Context: an optimization exercise on an open-source flow, tuned for small area. The choices shown serve that exercise and are no tape-out recipe.
Function was checked by simulation only, so behaviour that the tests miss may differ from the original.
No activity file was given, so power comes from the tool's default toggle rates.

==> design.v <==
`timescale 1ns / 1ps
module debouncer(clk, rst, trigger, PB_down);
    input clk, rst, trigger;
    output PB_down;
     reg PB_state;
    reg PB_sync_0;  always @(posedge clk) PB_sync_0 <= rst ? 1'b0 : ~trigger;   
    reg PB_sync_1;  always @(posedge clk) PB_sync_1 <= rst ? 1'b0 : PB_sync_0;
    reg [15:0] PB_cnt;
    wire PB_idle = (PB_state==PB_sync_1);
    wire PB_cnt_max = &PB_cnt;   
    always @(posedge clk)
    if(rst) begin
         PB_cnt <= 0;
         PB_state <= 1'b0;
    end
    else if(PB_idle)
         PB_cnt <= 0;   
    else
    begin
         PB_cnt <= PB_cnt + 16'd1;   
         if(PB_cnt_max) PB_state <= ~PB_state;   
    end
    assign PB_down = ~PB_idle & PB_cnt_max & ~PB_state;
endmodule
`timescale 1ns / 1ps
module clkdiv(clk_100MHz,rst,clk_1kHz,tick_1kHz,clk_1Hz);
	input clk_100MHz;
	input rst;
	output reg clk_1kHz;
	output tick_1kHz;  
   output reg clk_1Hz;
reg [25:0]counter1;  
reg [25:0]counter2;  
assign tick_1kHz = (counter1==49999) & ~clk_1kHz;
always @(posedge clk_100MHz)
if (rst) begin
	counter1 <= 0;
	counter2 <= 0;
	clk_1kHz <= 1'b0;
	clk_1Hz <= 1'b0;
end
else begin
		counter1 <= counter1 + 1'd1;
	  counter2 <= counter2 + 1'd1;
if (counter1==49999)  
		begin
		counter1 <=0;
		clk_1kHz <= ~clk_1kHz;
		end
if(counter2 == 49999999) begin
			counter2 <=0;
			clk_1Hz <= ~clk_1Hz;
			end		
end
endmodule
`timescale 1ns / 1ps
module fsm(
	input [5:0] in,   
	input rst,
	input clk,  
	output reg [1:0] floor,  
	output reg [1:0] dir, output reg busy
    );
	 parameter F1 = 1, F2=2, F3=3,up=1,down=2,hold=3;
	 reg [1:0] dest_floor;
	 reg [1:0] next_floor;
	 reg [31:0]counter;
	reg reset;  
	 always @ (posedge clk) begin  
		if(rst) begin  
		dest_floor <= F1;
		next_floor <= F1;
		reset <= 1'b1;
		floor <= F1;
		dir <= hold;
		busy <= 1'b0;
		counter <= 0;
		end
		else if (reset) begin
			counter <= counter + 1'd1;
			dir <= down;
			if(counter ==  50000) begin  
				floor <= next_floor;  
				counter <= 0;
				reset<=0;
				dir <= hold;
			end
		end
		else begin
			if(floor == dest_floor) begin
				busy <= 1'b0;
			end
			if(busy==1'b0) begin
			case(in)
				1 : begin dest_floor <= F1; busy <= 1'b1; end  
				2 : begin dest_floor <= F2; busy <= 1'b1; end  
				4 : begin dest_floor <= F3; busy <= 1'b1; end  
				8 : begin dest_floor <= F1; busy <= 1'b1; end  
				16 : begin dest_floor <= F2; busy <= 1'b1; end  
				32 : begin dest_floor <= F3; busy <= 1'b1; end  
			endcase
			end
			else begin  
			case(dest_floor)  
			F1 : next_floor <= (floor==F3) ?  (F2) : (F1);  
			F2 : next_floor <= F2;
			F3 : next_floor <= (floor==F1) ? (F2) : (F3);  
			endcase
			case(next_floor)  
			F1 : dir <= (floor > F1) ? (down) : hold;
			F2 : dir <= (floor > F2) ? (down) : (floor < F2) ? (up) : hold;
			F3 : dir <= (floor < F3) ? (up) : hold;
			default : dir <= hold;
			endcase
			counter <= counter + 1'd1;
			if(counter ==  50000) begin  
				floor <= next_floor;  
				counter <= 0;
			end
			end
		end
	end
endmodule
module binary_to_segment(bin,seven);
input [3:0] bin;  
output reg [6:0] seven;  
always @ (*)
	case(bin)	 
		1:	 seven = 7'b1001111;	
		2:	 seven = 7'b0010010;
		3:	 seven = 7'b0000110;
		8:	 seven = 7'b0001001;  
		4:	 seven = 7'b1000001;  
		12:	 seven = 7'b1111110;  
		default: seven = 7'b0000000;	
	endcase
endmodule			
module seven_alternate (floor, dir, small_bin, AN, clk, rst, en);   
    input[1:0] floor;         
	 input[1:0] dir;				 
    output reg [3:0] small_bin;  
    output reg [3:0] AN;         
    input clk;                   
    input rst;
    input en;                    
    reg  count;             
	always @ (posedge clk) if (rst) begin
		AN = 0;
		small_bin = 0;
		count = 0;
	end
	else if (en) begin	
		count= count+ 1'b1;
		case (count)	
			0: begin  
				AN = 4'b1110;	
				small_bin = {2'b00, floor};
			end	
			1: begin  
				AN = 4'b0111;	
				small_bin = {dir, 2'b00};
			end	
			default:begin
				AN = 4'b1110;	
				small_bin = 4'b0000;
			end  
		endcase
	end
endmodule
`timescale 1ns / 1ps
module LED_display(floor,dir, hex, AN, clk, rst, en);
	input[1:0] dir;  
	input[1:0] floor;
	output[6:0] hex;  
	output[3:0] AN;  
	input clk;
	input rst;
	input en;  
	wire [3:0] small_bin;
	seven_alternate s1 (floor, dir, small_bin, AN, clk, rst, en);
	binary_to_segment b1 (small_bin, hex);
endmodule
`timescale 1ns / 1ps
module TopModule(
    input [5:0] in,
    input clk,
	 input reset,
    output [6:0] NUM,
    output [3:0] AN, output busy, output wire [5:0] in2
    );
	 wire clk_1kHz;
	 wire tick_1kHz;  
	 wire clk_1Hz;
	 wire [1:0] floor;
	 wire [1:0] dir;
	debouncer d1(.clk(clk),.rst(reset),.trigger(in[0]),.PB_down(in2[0]));  
	debouncer d2(.clk(clk),.rst(reset),.trigger(in[1]),.PB_down(in2[1])); 
	debouncer d3(.clk(clk),.rst(reset),.trigger(in[2]),.PB_down(in2[2])); 
	debouncer d4(.clk(clk),.rst(reset),.trigger(in[3]),.PB_down(in2[3])); 
	debouncer d5(.clk(clk),.rst(reset),.trigger(in[4]),.PB_down(in2[4])); 
	debouncer d6(.clk(clk),.rst(reset),.trigger(in[5]),.PB_down(in2[5])); 
	 clkdiv clgfat(.clk_100MHz(clk),.rst(reset),.clk_1kHz(clk_1kHz),.tick_1kHz(tick_1kHz),.clk_1Hz(clk_1Hz));
	 fsm f1(.in(in2),.rst(reset),.clk(clk),.floor(floor),.dir(dir),.busy(busy));  
	 LED_display randall(.dir(dir),.floor(floor),.hex(NUM),.AN(AN),.clk(clk),.rst(reset),.en(tick_1kHz));  
endmodule
==> run.sh <==
#!/bin/bash
# synth_recipe.tcl (not shown) runs the flow's synth.tcl, then flattens the netlist and writes it again
# the make line also repeats each setting of config.mk as NAME=value (left out here)
make -C /OpenROAD-flow-scripts/flow DESIGN_CONFIG=/design/flow/config.mk WORK_HOME=/design/flow/orfs CLKGATE_MAP_FILE= SYNTH_SCRIPT=/design/flow/synth_recipe.tcl finish
==> config.mk <==
export PLATFORM = sky130hd
export DESIGN_NAME = TopModule
export DESIGN_NICKNAME = TopModule
export VERILOG_FILES = /design/flow/design.v
export SDC_FILE = /design/flow/constraint.sdc
export NUM_CORES = 4
export LEC_CHECK = 0
export CAP_MARGIN = 20
export CORE_MARGIN = 2
export CORE_UTILIZATION = 40
export SLEW_MARGIN = 20
==> constraint.sdc <==
create_clock -name core_clock -period 10.0 [get_ports {clk}]
set_input_delay 2.0000 -clock core_clock [delete_from_list [all_inputs] [get_ports {clk}]]
set_output_delay 2.0000 -clock core_clock [all_outputs]
set_load 0.01 [all_outputs]
==> run notes <==
==> cell families after synthesis <==
family / after synthesis / synth area share, %
buf+inv: 65 / 3.70
mux: 9 / 1.15
xor+xnor: 147 / 15.6
fa+ha+maj: 9 / 1.36
compound gates: 46 / 3.44
flops: 190 / 46.1
simple gates: 481 / 28.7
==> power groups by stage <==
stage	clock (mW)	combinational [mW]	sequential (mW)
global route	0.714	0.0241	0.766
floorplan	0	0.0170	0.782
finish	0.662	0.0210	0.765
CTS	0.686	0.0216	0.765
global placement	0	0.0217	0.783
detailed placement	0	0.0216	0.783
==> synth_stat cells (2+ instances only) <==
cell	n	area share (%)
a211o_1	3	0.32
a211oi_1	2	0.18
a21oi_1	17	1.0
a31oi_1	2	0.15
and2_1	2	0.15
and3_1	18	1.4
and3_2	3	0.27
and4_1	8	0.85
and4_4	2	0.27
buf_2	4	0.24
buf_4	9	0.82
buf_6	3	0.41
clkbuf_1	22	1.0
dfxtp_1	190	46
ha_1	9	1.4
inv_1	27	1.2
mux2i_1	8	0.97
nand2_1	66	3.0
nand2b_1	13	0.98
nand3_1	55	3.3
nand4_1	34	2.6
nor2_1	207	9.4
nor2b_1	13	0.98
nor3_1	14	0.85
nor3b_1	5	0.45
nor4_1	10	0.76
nor4_4	2	0.52
nor4b_1	3	0.32
o2111ai_1	2	0.21
o211ai_1	2	0.18
o21ai_0	13	0.79
or2_2	4	0.30
or3_1	5	0.38
or3b_2	2	0.21
or4_1	4	0.36
xnor2_1	66	7.0
xor2_1	81	8.6
==> layer usage <==
metal / global-route usage, % / up-vias
li1: - / 3150
met1: 17.9 / 2651
met2: 22.0 / 33
met3: 3.55 / 13
met4: 4.62 / 0
met5: 0 / -
==> worst max-delay path, stage by stage (launching register included) <==
cell	delay, ns
dfxtp_1	0.35
ha_1	0.25
and3_1	0.24
nand3_4	0.11
or4_4	0.54
inv_1	0.15
clkdlybuf4s50_1	0.56
==> registers in the layout, indices dropped and copies added, names as in the netlist, 4 cells and up <==
signal	cells
randall.s1.small_bin	4
d5.PB_cnt	16
clgfat.counter1	26
d1.PB_cnt	16
d2.PB_cnt	16
d3.PB_cnt	16
d4.PB_cnt	16
f1.counter	32
d6.PB_cnt	16
==> per-stage QoR <==
stage          instance area (um2)  util (%)
6_report                      9220      45.5
5_1_grt                       9220      45.5
4_1_cts                       9220      45.5
3_5_place_dp                  8640      42.7
3_3_place_gp                  8640      42.7
2_1_floorplan                 8260         -
==> worst min-delay path by stage <==
stage	start	endpoint	depth (start not counted)
final	d1.PB_sync_0	d1.PB_sync_1	1
after global routing	d3.PB_sync_0	d3.PB_sync_1	1
after CTS	d1.PB_sync_0	d1.PB_sync_1	1
after detailed placement	d1.PB_sync_0	d1.PB_sync_1	1
after global placement	d4.PB_sync_0	d4.PB_sync_1	1
after floorplan	d2.PB_cnt[0]	d2.PB_cnt[0]	1
==> area by class of cell <==
type                            count  area, um2
Sequential cell                   190       3800
Clock buffer                       17        425
Fill cell                        1950      11000
Tap cell                          270        338
Multi-Input combinational cell    692       4150
Timing Repair Buffer               25        245
Inverter                           27        101
Clock inverter                     15        153
==> impl_results.md <==
- Final Non-Filler Cells: 1236
- Metal1 wirelength: between 7000 and 8000 um
- CTS Hold Buffers Added: 0
- Overall power: around 1.4 mW
- Met3 wire len: 327 um
- Seq pwr share: between 50 and 60%
- Fin nets: 970
- Core region area: 0.0202 mm2
- Final GP Congestion: 0.737
- Fin crit period: 4.62 ns
- Power Internal: 1.12 mW
- Leak Pwr: 3.14 nW
- Achievable frequency: 216 MHz
- Worst EP required: 8.00 ns
- R2R depth: 6
- Hold slack: approximately 0.43 ns
- Setup bufs post-CTS: 0
- Final worst slack: between 5 and 6 ns
- CTS tree: built
- Sw Share: 22.6%
- Net switching power: roughly 0.33 mW
- CTS buffer count: 17
- I/O Buffers: 25
- RSZ-0062 raised after global routing: false
- Comb pwr share: 1.4%
- Ys async rst share: 0%
- Final Routed Wirelength: 14100 um
- Avg Inst Size Synth: 8.72 um2
- Max Slew Vio Count: 0
- R2R Setup Slk: 7.44 ns
- CP startpoint kind: register
- Final setup fails: 0
- Clock latency (worst-skew pair): 0.44 ns
- Cts repair resizes: 0
- Max clock buf depth: 2
- DRC: 0
- Reg-to-reg startpoint: clgfat.counter1[5]
- Initial DRC count: 256
- Initial antenna violation count: 0
- Setup crit start: d2.PB_cnt[0]
- CTS H-tree depth: 4
- Sequential share of the synthesized area: 46.1%
- Layout cells sized above 1: 5.90%
- Unique masters post-synth: 54
- Fin crit share: 46.2%
- Vias in the first global route: roughly 5500
- Via density: 4.73
- 1st-pass router iterations: 4
- Final HPWL DP: between 9000 and 10000 um
- Post-Route Setup TNS: 0 ns
- Syn Inst Count: 947
- Commonest cells after routing, fill and taps aside: nor2_1, dfxtp_1, xor2_1
- Inst Count DP: 1204
- Worst min path class: reg -> reg
- CP Class: reg -> out
- GRT Total Usage: 13.7%
- Endpoint type of the worst setup path: output pin
- Number of synthesized register bits: 190
- Top sig layer: met4
- Global-route wire length before repair: 24600 um
- Gr ovfl total: 0
- EDFF count, synth: 0
- Area delta synth->final: 11.6%
- CP arrival: 2.62 ns
- Worst Max-Slew Pin Slew: 0.806 ns
- CTS Sinks: 190
- Clock group share of total power: a little under half
- Die Y: 148 um
- Post-synth top flop: dfxtp_1
- Max Cap Viol: 0
- Antenna Cells: 0
- Ports: 26
- Initial core utilization: between 40% and 50%
- Worst vdd ir: 0.000121 V
- Commonest non-fill, non-tap cell in the layout: nor2_1
- Wire length per cell: between 10 and 15 um
- Worst slew margin relative to its limit: 45.8%
- Clock Skews: roughly 0.012 ns
- Clk slew on worst S/H paths: 0.07 ns
- Post-Syn Nets: slightly below 1000
- Row count: 52
- Remaining antenna violation count: 0
- Via count: 5847
- Power per cell area: 157 mW/mm2
- CP endpoint: in2[1]
- Final hold vios: 0
- Met2 routed WL: 6220 um
- Die width: 148 um
- Synthesis Warnings: 5
- Placement Setup Slack: 5.83 ns
- Syn Std Cell Area: 0.00826 mm2
- Die ar.: 0.0218 mm2
- Outcome: complete, no violations
- Critical Path Fanout Max: 5
- Largest net degree at the start of global routing: 46
- FF-to-FF End: randall.s1.small_bin[3]
- Root Buffer: clkbuf_16

-- what the ideal ports hide --
No port has a modelled driver above. Below, the same layout with a new extraction and two added sets of constraints.
Step 1, drivers: a clkbuf_16 drives clk and a buf_2 each remaining input, both assumed.
Step 2 moves the port delays by t, midway between the first and last clock arrival at a register: inputs arrive t later, outputs are due t later. That takes back most of the time a late clock gives input paths.
Three values: no drivers, after step 1, after step 2; two values: the first two.
t (ns): 0.473
slack for setup (ns): 5.377 / 5.334 / 5.807
worst setup path after step 2: register to output
After both steps this run still meets setup and hold. For this run, drivers alone change the setup slack by -0.043 ns; drivers and shift together by +0.430 ns.
